This is an optimization exercise on Yosys and OpenROAD, whose aim is small area, not a production implementation. At most, simulation tests tie the RTL to the original design; equivalence was not proved. No activity file was given, so power comes from the tool's default toggle rates.

## the baseline
Design cpu, start of the top module:
module cpu
    #(
        parameter OPTION_RESET_ADDR = 32'hbfc00000,
        parameter OPTION_TRAP_ADDR =  32'hbfc00180
    )
    (
        input               CLK,
        input               RESET_I,
        output      [31:0]  CADDR_O,
        output      [1:0]   CTRANS_O,
        input       [31:0]  CRDATA_I,
        input               CREADY_I,
        input       [1:0]   CRESP_I,
        output      [31:0]  DADDR_O,
        output      [1:0]   DTRANS_O,
        output      [2:0]   DSIZE_O,
        input       [31:0]  DRDATA_I,
        output      [31:0]  DWDATA_O,
        output              DWRITE_O,
        input               DREADY_I,
        input       [1:0]   DRESP_I,
        input       [4:0]   HWIRQ_I,
        input               STALL_I
    );
clock: 11.0 ns
lec_check: 0
cap_margin: 20
core_margin: 2
core_utilization: 40
setup_slack_margin: 0.5
slew_margin: 20
synth_hierarchical: 1
synth_minimum_keep_size: 0
standard.sh (not shown) runs the stock make flow with config.mk's settings and CLKGATE_MAP_FILE= SYNTH_SCRIPT=/design/flow/synth_recipe.tcl, a recipe that flattens the netlist after the stock synthesis.
==> flow/flow/run.sh <==
#!/bin/bash
# Standard ORFS layout, with clock tree synthesis that inserts no dummy loads
# and smaller port buffers. Each tool's output is in orfs/logs/; make's own
# output is in make.log.
set -euo pipefail
export CTS_ARGS="-sink_clustering_enable -repair_clock_nets -dont_use_dummy_load"
export BUFFER_PORTS_ARGS="-buffer_cell sky130_fd_sc_hd__buf_2"
bash standard.sh > make.log 2>&1
diff inputs: the baseline => the candidate
==> flow/run.sh (new file) <==
#!/bin/bash
# synth_recipe.tcl (not shown) runs the flow's synth.tcl, then flattens the netlist and writes it again
# the make line also repeats each setting of config.mk as NAME=value (left out here)
make -C /OpenROAD-flow-scripts/flow DESIGN_CONFIG=/design/flow/config.mk WORK_HOME=/design/flow/orfs CLKGATE_MAP_FILE= SYNTH_SCRIPT=/design/flow/synth_recipe.tcl finish
removed: flow/flow/run.sh
removed: flow/standard.sh
==> run summary <==
NOTE first-iteration DRC count the baseline->the candidate decreased slightly. Comparing the candidate and the baseline, the lower routed wire length is on the baseline. Going from the baseline to the candidate, met3 wire length went up by 930 µm; met1 wire length went up by 3.0%; via density per instance went down by about 1%. Global-route usage ended up 0.43 points higher on the candidate than on the baseline. The candidate has less setup slack than the baseline. In the reports for the candidate and the baseline, the larger highest clock frequency the design can meet belongs to the baseline. Going from the baseline to the candidate, worst-case hold slack has increased, combinational power share has decreased.
Function was not checked in any run of this note: the RTL went through the layout flow alone.


cpu, a different RTL version from the one above (not shown whole).
Size: roughly 4,900 cells after synthesis, roughly 1,400 flip-flops, about 180 I/O pins, about 64,000 um2 of cells after synthesis.
Settings: LEC_CHECK=0, CAP_MARGIN=0, CORE_MARGIN=2, CORE_UTILIZATION=40, SETUP_SLACK_MARGIN=0.3, SLEW_MARGIN=0, SYNTH_HIERARCHICAL=1, SYNTH_MINIMUM_KEEP_SIZE=0; clock period 11.0 ns.
==> flow/flow/run.sh <==
#!/bin/bash
# Standard ORFS layout, with clock tree synthesis that inserts no dummy loads
# and uses mid-size clock buffers in small clusters, and smaller port
# buffers. Each tool's output is in orfs/logs/; make's own output is in make.log.
set -euo pipefail
export CTS_ARGS="-sink_clustering_enable -repair_clock_nets -dont_use_dummy_load -buf_list sky130_fd_sc_hd__clkbuf_8 -sink_clustering_size 16 -sink_clustering_max_diameter 50"
export BUFFER_PORTS_ARGS="-buffer_cell sky130_fd_sc_hd__buf_2"
bash standard.sh > make.log 2>&1
The baseline passed the timing, DRC and antenna checks.
Next try:
==> flow/flow/run.sh (replaced) <==
#!/bin/bash
# Standard ORFS layout with three changes:
#  - ABC maps for area (a copy of the ORFS scripts with its own ABC script),
#  - clock tree synthesis without dummy loads, with mid-size buffers in
#    small clusters,
#  - smaller port buffers.
# Each tool's output is in orfs/logs/; make's own output is in make.log.
set -euo pipefail
rm -rf scripts_abc
cp -r "$FLOW_HOME/scripts" scripts_abc
printf '%s\n' '&get -n' '&st' '&syn2' '&dch' '&nf -a' '&st' '&syn2' '&dch' '&nf -a' '&put' 'topo' 'stime -c' \
    > scripts_abc/abc_speed.script
export SCRIPTS_DIR="$PWD/scripts_abc"
export CTS_ARGS="-sink_clustering_enable -repair_clock_nets -dont_use_dummy_load -buf_list sky130_fd_sc_hd__clkbuf_8 -sink_clustering_size 16 -sink_clustering_max_diameter 50"
export BUFFER_PORTS_ARGS="-buffer_cell sky130_fd_sc_hd__buf_1"
bash standard.sh > make.log 2>&1
After rerunning: Clock-buffer cell count went up by 1. Setup slack degrades by 0.11 ns. Synthesized area went down by 2.3%. Power stays flat. Utilization went up by 0.73 points. Wire length went up by 2.1%. Maximum frequency went down by 1.1%. Cell count went down by 1.0%. Cell area went down by 0.90%.


Another version of the RTL of cpu (not shown whole).
Size: roughly 1400 flip-flops, about 180 I/O pins, about 0.063 mm^2 of cells after synthesis.
Settings: LEC_CHECK=0, CAP_MARGIN=0, CORE_MARGIN=2, CORE_UTILIZATION=40, SETUP_SLACK_MARGIN=0.3, SLEW_MARGIN=0, SYNTH_HIERARCHICAL=1, SYNTH_MINIMUM_KEEP_SIZE=0; clock period 11.0 ns.
==> flow/flow/run.sh <==
#!/bin/bash
# Standard ORFS layout with three changes:
#  - ABC maps for area (a copy of the ORFS scripts with its own ABC script),
#  - clock tree synthesis without dummy loads, with mid-size buffers in
#    small clusters,
#  - smaller port buffers.
# Each tool's output is in orfs/logs/; make's own output is in make.log.
set -euo pipefail
rm -rf scripts_abc
cp -r "$FLOW_HOME/scripts" scripts_abc
printf '%s\n' '&get -n' '&st' '&syn2' '&dch' '&nf -a' '&st' '&syn2' '&dch' '&nf -a' '&put' 'topo' 'stime -c' \
    > scripts_abc/abc_speed.script
export SCRIPTS_DIR="$PWD/scripts_abc"
export CTS_ARGS="-sink_clustering_enable -repair_clock_nets -dont_use_dummy_load -buf_list sky130_fd_sc_hd__clkbuf_8 -sink_clustering_size 18 -sink_clustering_max_diameter 60"
export BUFFER_PORTS_ARGS="-buffer_cell sky130_fd_sc_hd__buf_1"
bash standard.sh > make.log 2>&1
Then changed:
--- a/flow/config.mk
+++ b/flow/config.mk
@@ -10,2 +10,3 @@
 export CORE_UTILIZATION = 40
+export PLACE_DENSITY = 0.72
 export SETUP_SLACK_MARGIN = 0.3
- The new run produced a clean layout
- first-iteration DRC count went up by 13%
- sequential share of layout area came out higher by 0.24 points
- total power fell by 1.2%
- design area fell by 0.44%
- synthesized area does not change

afterwards: timing with drivers on the ports:
The results above use ideal ports. As a check the final layouts listed here were re-extracted and re-timed, cells and wires unchanged. Step 1 sets driving cells, clkbuf_16 on the clock port and buf_2 on the other inputs (assumed; they add their load-dependent delay and slew). Step 2, shift: input delay + t, output delay - t, t = (earliest + latest rising clock arrival at the registers) / 2. This alone moves slack from input paths to output paths. a / b / c = ideal / step 1 / step 2; a / b = the first two.
| run | t (ns) | setup slack, ns | latest minus earliest clock arrival (ns) | worst data-port slew with drivers (ns) |
|---|---|---|---|---|
| the baseline | 0.871 | 0.671 / 0.580 / 1.451 | 0.126 / 0.126 | 0.06 |
| the candidate | 0.906 | 0.619 / 0.534 / 1.440 | 0.058 / 0.058 | 0.05 |
| the first run of note 2 | 0.962 | 0.605 / 0.523 / 1.485 | 0.147 / 0.148 | 0.06 |
| the second run of note 2 | 0.978 | 0.493 / 0.412 / 0.953 | 0.119 / 0.119 | 0.05 |
| the first run of note 3 | 0.970 | 0.370 / 0.296 / 0.976 | 0.220 / 0.220 | 0.06 |
| the second run of note 3 | 0.935 | 0.384 / 0.295 / 1.178 | 0.124 / 0.124 | 0.06 |
After both steps setup and hold are still met in every run listed.
